This design comes from an exercise in tuning for small area, a short achievable clock period and few clock cycles on the open sky130 flow, not from production work. The RTL was checked by simulation tests, not by an equivalence proof against the original design. No driver is modelled on the clock port, so clocking that relies on it looks cheaper here than on a real chip.

v6:
==> module mips, before the edit <==
module mips(
    input  logic        clk, reset,
    output logic [31:0] pc,          
    input  logic [31:0] instr,       
    output logic        memwrite,    
    output logic [31:0] dataadr,     
    output logic [31:0] writedata,   
    input  logic [31:0] readdata     
);
    localparam logic [5:0] OP_R = 6'h00, OP_J = 6'h02, OP_BEQ = 6'h04,
                           OP_ADDI = 6'h08, OP_LW = 6'h23, OP_SW = 6'h2B;
    logic        d_valid;
    logic [31:0] d_instr;
    logic        e_wr, e_load, e_store, e_beq;    
    logic [4:0]  e_dest;
    logic [31:0] e_a, e_b;                        
    logic [31:0] e_bi;                            
    logic        e_inv;
    logic        e_fwda, e_fwdb, e_fwdbi;         
    logic        e_fwdb_l;                        
    logic        e_and, e_or, e_slt;
    logic        e_addi;                          
    logic [31:0] e_btarget;
    logic        m_wr, m_load;
    logic [4:0]  m_dest;
    logic [31:0] m_res, m_wd;
    logic [31:0] pc4, pcnext, btarget_d;
    logic        redirect_e, redirect_d, stall_d, jump_f;
    assign pc4    = pc + 32'd4;
    assign jump_f = (instr[31:26] == OP_J);
    logic [31:0] pcnext_e;
    logic        sel_f;
    assign pcnext_e = redirect_e ? e_btarget :
                      redirect_d ? btarget_d :
                      stall_d    ? pc : pc4;
    assign sel_f    = jump_f & !redirect_e & !redirect_d & !stall_d;
    assign pcnext   = sel_f ? {pc4[31:28], instr[25:0], 2'b00} : pcnext_e;
    always_ff @(posedge clk, posedge reset)
        if (reset) pc <= 32'd0;
        else       pc <= {pcnext[31:2], 2'b00};    
    always_ff @(posedge clk, posedge reset)
        if (reset) d_valid <= 1'b0;
        else if (redirect_e | redirect_d) d_valid <= 1'b0;
        else if (!stall_d) d_valid <= !jump_f;
    always_ff @(posedge clk)
        if (!stall_d) d_instr <= instr;
    logic [5:0]  d_op, d_funct;
    logic [4:0]  d_rs, d_rt, d_rd;
    logic [31:0] d_simm;
    logic        d_isr, d_isaddi, d_islw, d_issw, d_isbeq;
    logic        d_alu_rs, d_alu_rt, d_wr, d_inv;
    logic [4:0]  d_dest;
    logic [31:0] rf_a, rf_b, d_a, d_b, d_bi, wb_data;
    assign d_op    = d_instr[31:26];
    assign d_rs    = d_instr[25:21];
    assign d_rt    = d_instr[20:16];
    assign d_rd    = d_instr[15:11];
    assign d_funct = d_instr[5:0];
    assign d_simm  = {{16{d_instr[15]}}, d_instr[15:0]};
    assign d_isr    = (d_op == OP_R);
    assign d_isaddi = (d_op == OP_ADDI);
    assign d_islw   = (d_op == OP_LW);
    assign d_issw   = (d_op == OP_SW);
    assign d_isbeq  = (d_op == OP_BEQ);
    assign d_dest   = d_isr ? d_rd : d_rt;
    assign d_wr     = (d_isr | d_isaddi | d_islw) & (d_dest != 5'd0);
    assign d_alu_rs = d_isr | d_isaddi | d_islw | d_issw | d_isbeq;
    assign d_alu_rt = d_isr | d_isbeq;
    adder d_badd(
        .a(pc),
        .b({d_simm[29:0], 2'b00}),
        .cin(1'b0),
        .y(btarget_d),
        .cout()
    );
    logic d_zbeq, e_zero;
    assign d_zbeq = d_isbeq & e_addi &
                    (((d_rt == 5'd0) & (d_rs == e_dest)) | ((d_rs == 5'd0) & (d_rt == e_dest)));
    assign e_zero = ((e_a ^ e_bi) == {(e_a[30:0] | e_bi[30:0]), 1'b0});
    assign redirect_d = d_valid & d_isbeq & ((d_rs == d_rt) | (d_zbeq & e_zero)) & !redirect_e;
    assign stall_d = d_valid & e_load &
                     ((d_alu_rs & (d_rs == e_dest)) | (d_alu_rt & (d_rt == e_dest)));
    assign wb_data = m_load ? readdata : m_res;
    regfile rf(
        .clk(clk),
        .we3(m_wr),
        .ra1(d_rs),
        .ra2(d_rt),
        .wa3(m_dest),
        .wd3(wb_data),
        .rd1(rf_a),
        .rd2(rf_b)
    );
    logic fwd_ma, fwd_mb;
    assign fwd_ma = m_wr & (m_dest == d_rs);
    assign fwd_mb = m_wr & (m_dest == d_rt);
    assign d_a = (fwd_ma & m_load) ? readdata : (fwd_ma ? m_res : rf_a);
    assign d_b = (fwd_mb & m_load) ? readdata : (fwd_mb ? m_res : rf_b);
    assign d_inv = d_isr & ((d_funct == 6'h22) | (d_funct == 6'h2A));
    assign d_bi  = (d_isr ? d_b : d_simm) ^ {32{d_inv}};
    logic d_go;
    assign d_go = d_valid & !stall_d & !redirect_e;
    always_ff @(posedge clk, posedge reset)
        if (reset) begin
            e_wr    <= 1'b0;
            e_load  <= 1'b0;
            e_store <= 1'b0;
            e_beq   <= 1'b0;
        end else begin
            e_wr    <= d_go & d_wr;
            e_load  <= d_go & d_islw & (d_dest != 5'd0);
            e_store <= d_go & d_issw;
            e_beq   <= d_go & d_isbeq & !redirect_d;
        end
    always_ff @(posedge clk) begin
        e_dest    <= d_dest;
        e_a       <= d_a;
        e_b       <= d_b;
        e_bi      <= d_bi;
        e_inv     <= d_inv;
        e_fwda    <= e_wr & !e_load & (e_dest == d_rs);
        e_fwdb    <= e_wr & !e_load & (e_dest == d_rt);
        e_fwdbi   <= e_wr & !e_load & (e_dest == d_rt) & d_isr;
        e_fwdb_l  <= e_load & (e_dest == d_rt);
        e_and     <= d_isr & (d_funct == 6'h24);
        e_or      <= d_isr & (d_funct == 6'h25);
        e_slt     <= d_isr & (d_funct == 6'h2A);
        e_addi    <= d_go & d_isaddi & (d_dest != 5'd0) & !(e_wr & !e_load & (e_dest == d_rs));
        e_btarget <= btarget_d;
    end
    logic [31:0] a, b, b_full, bx, res;
    assign a      = e_fwda ? m_res : e_a;
    assign b      = e_fwdb ? m_res : e_b;
    assign b_full = e_fwdb_l ? readdata : b;
    assign bx     = e_fwdbi ? (m_res ^ {32{e_inv}}) : e_bi;
    ula alu(
        .a(a),
        .bx(bx),
        .inv(e_inv),
        .op_and(e_and),
        .op_or(e_or),
        .op_slt(e_slt),
        .result(res)
    );
    assign redirect_e = e_beq & (a == b);
    always_ff @(posedge clk, posedge reset)
        if (reset) begin
            memwrite <= 1'b0;
            m_wr     <= 1'b0;
            m_load   <= 1'b0;
        end else begin
            memwrite <= e_store;
            m_wr     <= e_wr;
            m_load   <= e_load;
        end
    always_ff @(posedge clk) begin
        m_dest <= e_dest;
        m_res  <= res;
        m_wd   <= b_full;
    end
    assign dataadr   = m_res;
    assign writedata = m_wd;
endmodule
Settings: LEC_CHECK=0, CAP_MARGIN=20, CORE_MARGIN=2, CORE_UTILIZATION=44, PLACE_DENSITY=0.5, SLEW_MARGIN=20; clock period 11.0 ns.
standard.sh (not shown) runs the stock make flow with config.mk's settings and CLKGATE_MAP_FILE= SYNTH_SCRIPT=/design/flow/synth_recipe.tcl, a recipe that flattens the netlist after the stock synthesis.
==> flow/flow/run.sh <==
#!/bin/bash
# Standard ORFS layout with: a stronger setup repair target (plus a second repair
# pass after CTS), plain port buffers, and a clock tree of larger sink clusters
# without dummy loads.
set -euo pipefail
bash standard.sh \
  SETUP_SLACK_MARGIN=7.5 \
  "BUFFER_PORTS_ARGS=-buffer_cell sky130_fd_sc_hd__buf_2" \
  "CTS_ARGS=-sink_clustering_enable -repair_clock_nets -dont_use_dummy_load -sink_clustering_size 24 -sink_clustering_max_diameter 100 -buf_list sky130_fd_sc_hd__clkbuf_16" \
  "POST_CTS_TCL=$PWD/flow/post_cts.tcl" \
  finish > standard.log 2>&1
==> flow/flow/post_cts.tcl <==
# Extra setup repair after clock tree synthesis: a second repair_timing pass
# that may change cell footprints, then legalise the placement again.
estimate_parasitics -placement
repair_timing -setup -setup_margin 7.5 -repair_tns 100 -verbose
detailed_placement
check_placement -verbose
estimate_parasitics -placement
report_worst_slack
v6 finished every stage and its layout cleared the timing, design-rule and antenna checks.
Testbench counts of v6, summed over its fixed seeds: cycles 19,766.
For v7, these inputs were changed with respect to v6:
diff --git a/flow/design.v b/flow/design.v
--- a/flow/design.v
+++ b/flow/design.v
@@ -366,9 +366,8 @@
     logic        e_inv;
     logic        e_fwda, e_fwdb, e_fwdbi;         
     logic        e_fwdb_l;                        
     logic        e_and, e_or, e_slt;
-    logic        e_addi;                          
     logic [31:0] e_btarget;
     logic        m_wr, m_load;
     logic [4:0]  m_dest;
     logic [31:0] m_res, m_wd;
@@ -420,13 +419,9 @@
         .cin(1'b0),
         .y(btarget_d),
         .cout()
     );
-    logic d_zbeq, e_zero;
-    assign d_zbeq = d_isbeq & e_addi &
-                    (((d_rt == 5'd0) & (d_rs == e_dest)) | ((d_rs == 5'd0) & (d_rt == e_dest)));
-    assign e_zero = ((e_a ^ e_bi) == {(e_a[30:0] | e_bi[30:0]), 1'b0});
-    assign redirect_d = d_valid & d_isbeq & ((d_rs == d_rt) | (d_zbeq & e_zero)) & !redirect_e;
+    assign redirect_d = d_valid & d_isbeq & (d_rs == d_rt) & !redirect_e;
     assign stall_d = d_valid & e_load &
                      ((d_alu_rs & (d_rs == e_dest)) | (d_alu_rt & (d_rt == e_dest)));
     assign wb_data = m_load ? readdata : m_res;
     regfile rf(
@@ -457,9 +452,9 @@
         end else begin
             e_wr    <= d_go & d_wr;
             e_load  <= d_go & d_islw & (d_dest != 5'd0);
             e_store <= d_go & d_issw;
-            e_beq   <= d_go & d_isbeq & !redirect_d;
+            e_beq   <= d_go & d_isbeq & (d_rs != d_rt);
         end
     always_ff @(posedge clk) begin
         e_dest    <= d_dest;
         e_a       <= d_a;
@@ -472,9 +467,8 @@
         e_fwdb_l  <= e_load & (e_dest == d_rt);
         e_and     <= d_isr & (d_funct == 6'h24);
         e_or      <= d_isr & (d_funct == 6'h25);
         e_slt     <= d_isr & (d_funct == 6'h2A);
-        e_addi    <= d_go & d_isaddi & (d_dest != 5'd0) & !(e_wr & !e_load & (e_dest == d_rs));
         e_btarget <= btarget_d;
     end
     logic [31:0] a, b, b_full, bx, res;
     assign a      = e_fwda ? m_res : e_a;
Notes after the runs:
v7 reached the final stage; the timing, design-rule and antenna checks on its layout passed.
Summary of v7 over v6: per-cell via count in the routed design did not really move, number of distinct library cells after synthesis went up, met1 layer usage reported by global route went up.
On depth of the worst register-to-register path: between v6 and v7, it ends up higher for v6.
When the final numbers for v6 and v7 were put side by side, the clock skew turned out to be greater in v7.
The higher count of inserted antenna diode cells came out of v7.
Of v6 and v7, the lower xor and xnor area share after synthesis belongs to v7.
For sequential cell area in the final layout, v7 and v6 come out practically identical.
Cell area after placement for v7: about 1.4% down relative to v6
Relative to v6, number of instances in the synthesized netlist decreased by 23 in v7.
Compared with v6, die area in v7 decreased slightly.
Post-synthesis compound-gate area fraction ended up 0.95 points lower on v7 than on v6.
Testbench counts of v7, summed over its fixed seeds: cycles 20,184.

## port drivers added, routing unchanged
The flow's constraints put no driver on any port. The routed layouts listed below were extracted and timed again, unchanged, in two steps. Step 1, drivers: a clkbuf_16 drives clk and a buf_2 each remaining input, both assumed. Step 2 times the ports against the registers' clock, not the clock port: input delays grow and output delays shrink by t, the midpoint of the rising clock arrivals with the driver on. Three values: ideal, step 1, step 2; two values: the first two.
run	t (ns)	setup WS [ns]	worst hold slack (ns)	worst setup path after step 2	worst register clock-pin slew, ns
v6	0.820	7.401 / 7.416 / 6.649	0.389 / 0.389 / 0.389	input to register	0.11 / 0.11
v7	0.795	7.373 / 7.373 / 6.640	0.391 / 0.391 / 0.391	input to register	0.11 / 0.11
After both steps every run listed still meets setup and hold. The setup slack of v6, which loses most, moves by +0.015 ns with the drivers and by -0.752 ns with both steps.
